This design comes from an exercise in tuning for small area on the open sky130 flow, not from production work.
Only simulation tests tie the RTL to the original design; equivalence was not proved.
Power is estimated from default activity; no workload was simulated.

Setup of before:
// CounterSelector
module CounterSelector(
    input  logic clk,
    input  logic reset,
    input  logic next_button,
    input  logic select_button,    
    input  logic selec_A_M,
    input  logic buttonM,
    output logic [6:0] display_7seg,
    output logic [6:0] seg_centenas,
    output logic [6:0] seg_decenas,
    output logic [6:0] seg_unidades,
    output logic [4:0] led
);
    function automatic [7:0] step_add(input logic [7:0] b, input logic [1:0] k);
        logic [3:0] q, u;
        q = b[7:4];
        u = b[3:0];
        case (k)
            2'b01: if (u[3] & u[0]) begin q = q + 4'd1; u = 4'd0; end
                   else u = u + 4'd1;
            2'b10: if (u[3] | (u[2] & u[1])) begin q = q + 4'd1; u = u - 4'd6; end
                   else u = u + 4'd4;
            default: q = q + 4'd1;
        endcase
        step_add = {q, u};
    endfunction
    logic pulse, tick;
    TimeBase timebase (.clk(clk), .reset(reset), .pulse(pulse), .tick(tick));
  ...
Size: about 390 cells after synthesis, roughly 39 I/O pins, about 0.0041 sq mm of cells after synthesis.
==> flow/config.mk <==
export PLATFORM = sky130hd
export DESIGN_NAME = CounterSelector
export DESIGN_NICKNAME = CounterSelector
export VERILOG_FILES = /design/flow/design.v
export SDC_FILE = /design/flow/constraint.sdc
export NUM_CORES = 4
export LEC_CHECK = 0
export CAP_MARGIN = 20
export CORE_MARGIN = 2
export CORE_UTILIZATION = 40
export CTS_BUF_LIST = sky130_fd_sc_hd__clkbuf_8
export SLEW_MARGIN = 20
==> flow/constraint.sdc <==
create_clock -name core_clock -period 150.0 [get_ports {clk}]
set_input_delay 30.0000 -clock core_clock [delete_from_list [all_inputs] [get_ports {clk}]]
set_output_delay 30.0000 -clock core_clock [all_outputs]
set_load 0.01 [all_outputs]
standard.sh (not shown) runs the stock make flow with config.mk's settings and CLKGATE_MAP_FILE= SYNTH_SCRIPT=/design/flow/synth_recipe.tcl, a recipe that flattens the netlist after the stock synthesis.
==> flow/flow/run.sh <==
#!/bin/bash
# Own layout flow: the standard ORFS flow (standard.sh) with two changes:
#  - synthesis maps the logic with an area-oriented ABC script (flow/abc_area.script)
#    in place of ORFS's speed script, and leaves adders to ABC instead of mapping
#    them to half/full adder cells first (ADDER_MAP_FILE empty); registers, their
#    names and everything else in synthesis are unchanged;
#  - port buffers use the smallest buffer, sky130_fd_sc_hd__buf_1;
#  - clock tree synthesis uses clkbuf_8 buffers and inserts no dummy loads.
# Each tool's full output goes to a log of its own in this folder and in orfs/logs/.
set -euo pipefail
W=$PWD
rm -rf "$W/scripts_area"
cp -r "$FLOW_HOME/scripts" "$W/scripts_area"
cp "$W/flow/abc_area.script" "$W/scripts_area/abc_speed.script"
ADDER_MAP_FILE= SCRIPTS_DIR="$W/scripts_area" bash standard.sh synth > "$W/synth.log" 2>&1
CTS_ARGS="-sink_clustering_enable -repair_clock_nets -dont_use_dummy_load -buf_list sky130_fd_sc_hd__clkbuf_8" \
BUFFER_PORTS_ARGS="-buffer_cell sky130_fd_sc_hd__buf_1" bash standard.sh finish > "$W/layout.log" 2>&1
rm -rf "$W/scripts_area"
==> flow/flow/abc_area.script <==
strash
&get -n
&deepsyn -I 1 -J 500
&dch -f
&nf -a -R 1000
&put
--- input diff before..after ---
-- flow/design.v --
<<< before, line 2
    always_comb begin
        case (d)
            4'd1: salida = 7'b1111001;
            4'd2: salida = 7'b0100100;
            4'd3: salida = 7'b0110000;
            4'd4: salida = 7'b0011001;
            4'd5: salida = 7'b0010010;
            4'd6: salida = 7'b0000010;
            4'd7: salida = 7'b1111000;
            4'd8: salida = 7'b0000000;
            4'd9: salida = 7'b0011000;
            default: salida = 7'b1000000;
        endcase
    end
>>> after, line 2
    always_comb begin
        case (d)
            4'd1, 4'd11: salida = 7'b1111001;
            4'd2, 4'd12: salida = 7'b0100100;
            4'd3, 4'd13: salida = 7'b0110000;
            4'd4, 4'd14: salida = 7'b0011001;
            4'd5, 4'd15: salida = 7'b0010010;
            4'd6:        salida = 7'b0000010;
            4'd7:        salida = 7'b1111000;
            4'd8:        salida = 7'b0000000;
            4'd9:        salida = 7'b0011000;
            default:     salida = 7'b1000000;
        endcase
    end
<<< before, line 25
    always_ff @(posedge clk or posedge reset) begin
        if (reset) begin
            r <= 2'd3;
            s <= 3'd0;
        end else if (tick) begin
            if (r == 2'd3) begin
                if (count_reached) r <= 2'd0;
            end else if (s[2] & s[0]) begin
                s <= 3'd0;
                r <= r + 2'd1;
            end else begin
                s <= s + 3'd1;
>>> after, line 25
    always_ff @(posedge clk or posedge reset) begin
        if (reset) begin
            r <= 2'd0;
            s <= 3'd0;
        end else if (tick) begin
            if (r == 2'd0) begin
                if (count_reached) r <= 2'd3;
            end else if (s[2] & s[0]) begin
                s <= 3'd0;
                r <= r - 2'd1;
            end else begin
                s <= s + 3'd1;
<<< before, line 49
    always_ff @(posedge clk or posedge reset) begin
        if (reset) begin
            lfsr <= 5'b11101;
            button_reg <= 0;
            button_out <= 0;
        end else begin
            if (button_in != button_reg) begin
                lfsr <= 5'b11101;  
            end else begin
                lfsr <= {lfsr[3:0], lfsr[4] ^ lfsr[2]};
                if (&lfsr) button_out <= button_in;
            end
            button_reg <= button_in;  
>>> after, line 49
    always_ff @(posedge clk or posedge reset) begin
        if (reset) begin
            lfsr <= 5'b00010;
            button_reg <= 0;
            button_out <= 0;
        end else begin
            if (button_in != button_reg) begin
                lfsr <= 5'b00010;  
            end else begin
                lfsr <= {lfsr[3:0], ~(lfsr[4] ^ lfsr[2])};
                if (lfsr == 5'b00000) button_out <= button_in;
            end
            button_reg <= button_in;  
<<< before, line 72
    logic [8:0]  led;
    logic sec_p, led_z;
    assign sec_p = (sec == 11'b10011111111);
    assign led_z = (led[7:0] == 8'd0);
    always_ff @(posedge clk or posedge reset) begin
        if (reset) begin
            sec <= 11'b00011111111;
            led <= 9'b010100000;
        end else begin
            sec <= {sec[9:0], (sec[10] ^ sec[8]) & ~sec_p};
            led <= {led[7:0], led[8] ^ led[4] ^ led_z};
        end
>>> after, line 72
    logic [8:0]  led;
    logic sec_p, led_z;
    assign sec_p = (sec == 11'b01100000000);
    assign led_z = (led[7:0] == 8'd0);
    always_ff @(posedge clk or posedge reset) begin
        if (reset) begin
            sec <= 11'b11100000000;
            led <= 9'b010100000;
        end else begin
            sec <= {sec[9:0], ~(sec[10] ^ sec[8]) | sec_p};
            led <= {led[7:0], led[8] ^ led[4] ^ led_z};
        end
<<< before, line 217
    LED_Animation anim_10M (.clk(clk), .reset(reset), .tick(tick), .count_reached(m_z && mw == 2'd3), .s(s10));
    logic [7:0] dv;
    logic [3:0] dq, dt;
    logic [2:0] ds;
    always_comb begin
>>> after, line 217
    LED_Animation anim_10M (.clk(clk), .reset(reset), .tick(tick), .count_reached(m_z && mw == 2'd3), .s(s10));
    logic [7:0] dv;
    logic [3:0] dq;
    logic [2:0] ds;
    always_comb begin
<<< before, line 233
    end
    assign dq = dv[7:4];
    assign dt = (dq >= 4'd10) ? dq - 4'd10 : dq;
    assign seg_centenas = (dq >= 4'd10) ? 7'b1111001 : 7'b1000000;
    Decodificador9 dec_decenas  (.d(dt), .salida(seg_decenas));
    assign seg_unidades[0] = (~dv[3] & ~dv[2] & ~dv[1] & dv[0]) | (dv[2] & ~dv[1] & ~dv[0]);
    assign seg_unidades[1] = dv[2] & (dv[1] ^ dv[0]);
>>> after, line 233
    end
    assign dq = dv[7:4];
    assign seg_centenas = (dq >= 4'd10) ? 7'b1111001 : 7'b1000000;
    Decodificador9 dec_decenas  (.d(dq), .salida(seg_decenas));
    assign seg_unidades[0] = (~dv[3] & ~dv[2] & ~dv[1] & dv[0]) | (dv[2] & ~dv[1] & ~dv[0]);
    assign seg_unidades[1] = dv[2] & (dv[1] ^ dv[0]);
## What came out
after gives less via count than before did.
before → after: core utilization fell by 0.19 points; worst setup slack rose by 0.33 ns; routed wire length on met2 fell by 3.3%; post-synthesis mux area share fell by 0.24 points; power density over the cells fell by about 3%.
Taking before as the reference, in after number of instances in the placed design decreased about 0.7%, multi-input gate share of total cell area increased 0.26 points, number of flops mapped to enable cells by yosys essentially unchanged, count of cell instances traversed by the critical path increased 1, sequential share of layout area decreased 0.39 points.
Re mean routed wirelength per cell: after is 1.2% down on before.
Per the comparison of after with before, switching share of power dropped 0.99 points, worst hold slack climbed 0.016 ns.

## static timing again, ports no longer ideal
The results above use ideal ports. As a check the final layouts listed here were re-extracted and re-timed, cells and wires unchanged. Step 1 (the two cells are an assumption about what drives the block):
set clk [get_ports {clk}]
set_driving_cell -lib_cell sky130_fd_sc_hd__clkbuf_16 $clk
set_driving_cell -lib_cell sky130_fd_sc_hd__buf_2 [delete_from_list [all_inputs] $clk]
Step 2 moves the port delays by t, midway between the first and last clock arrival at a register: inputs arrive t later, outputs are due t later. That takes back most of the time a late clock gives input paths. a / b / c = ideal ports / drivers / drivers and shift; a / b = the first two.
| run | shift t [ns] | setup slack, ns | latest minus earliest clock arrival (ns) | worst data-port slew with drivers (ns) |
|---|---|---|---|---|
| before | 0.369 | 116.509 / 116.479 / 116.848 | 0.028 / 0.028 | 0.03 |
| after | 0.373 | 116.835 / 116.804 / 117.178 | 0.017 / 0.017 | 0.03 |
After both steps every run listed still meets setup and hold.
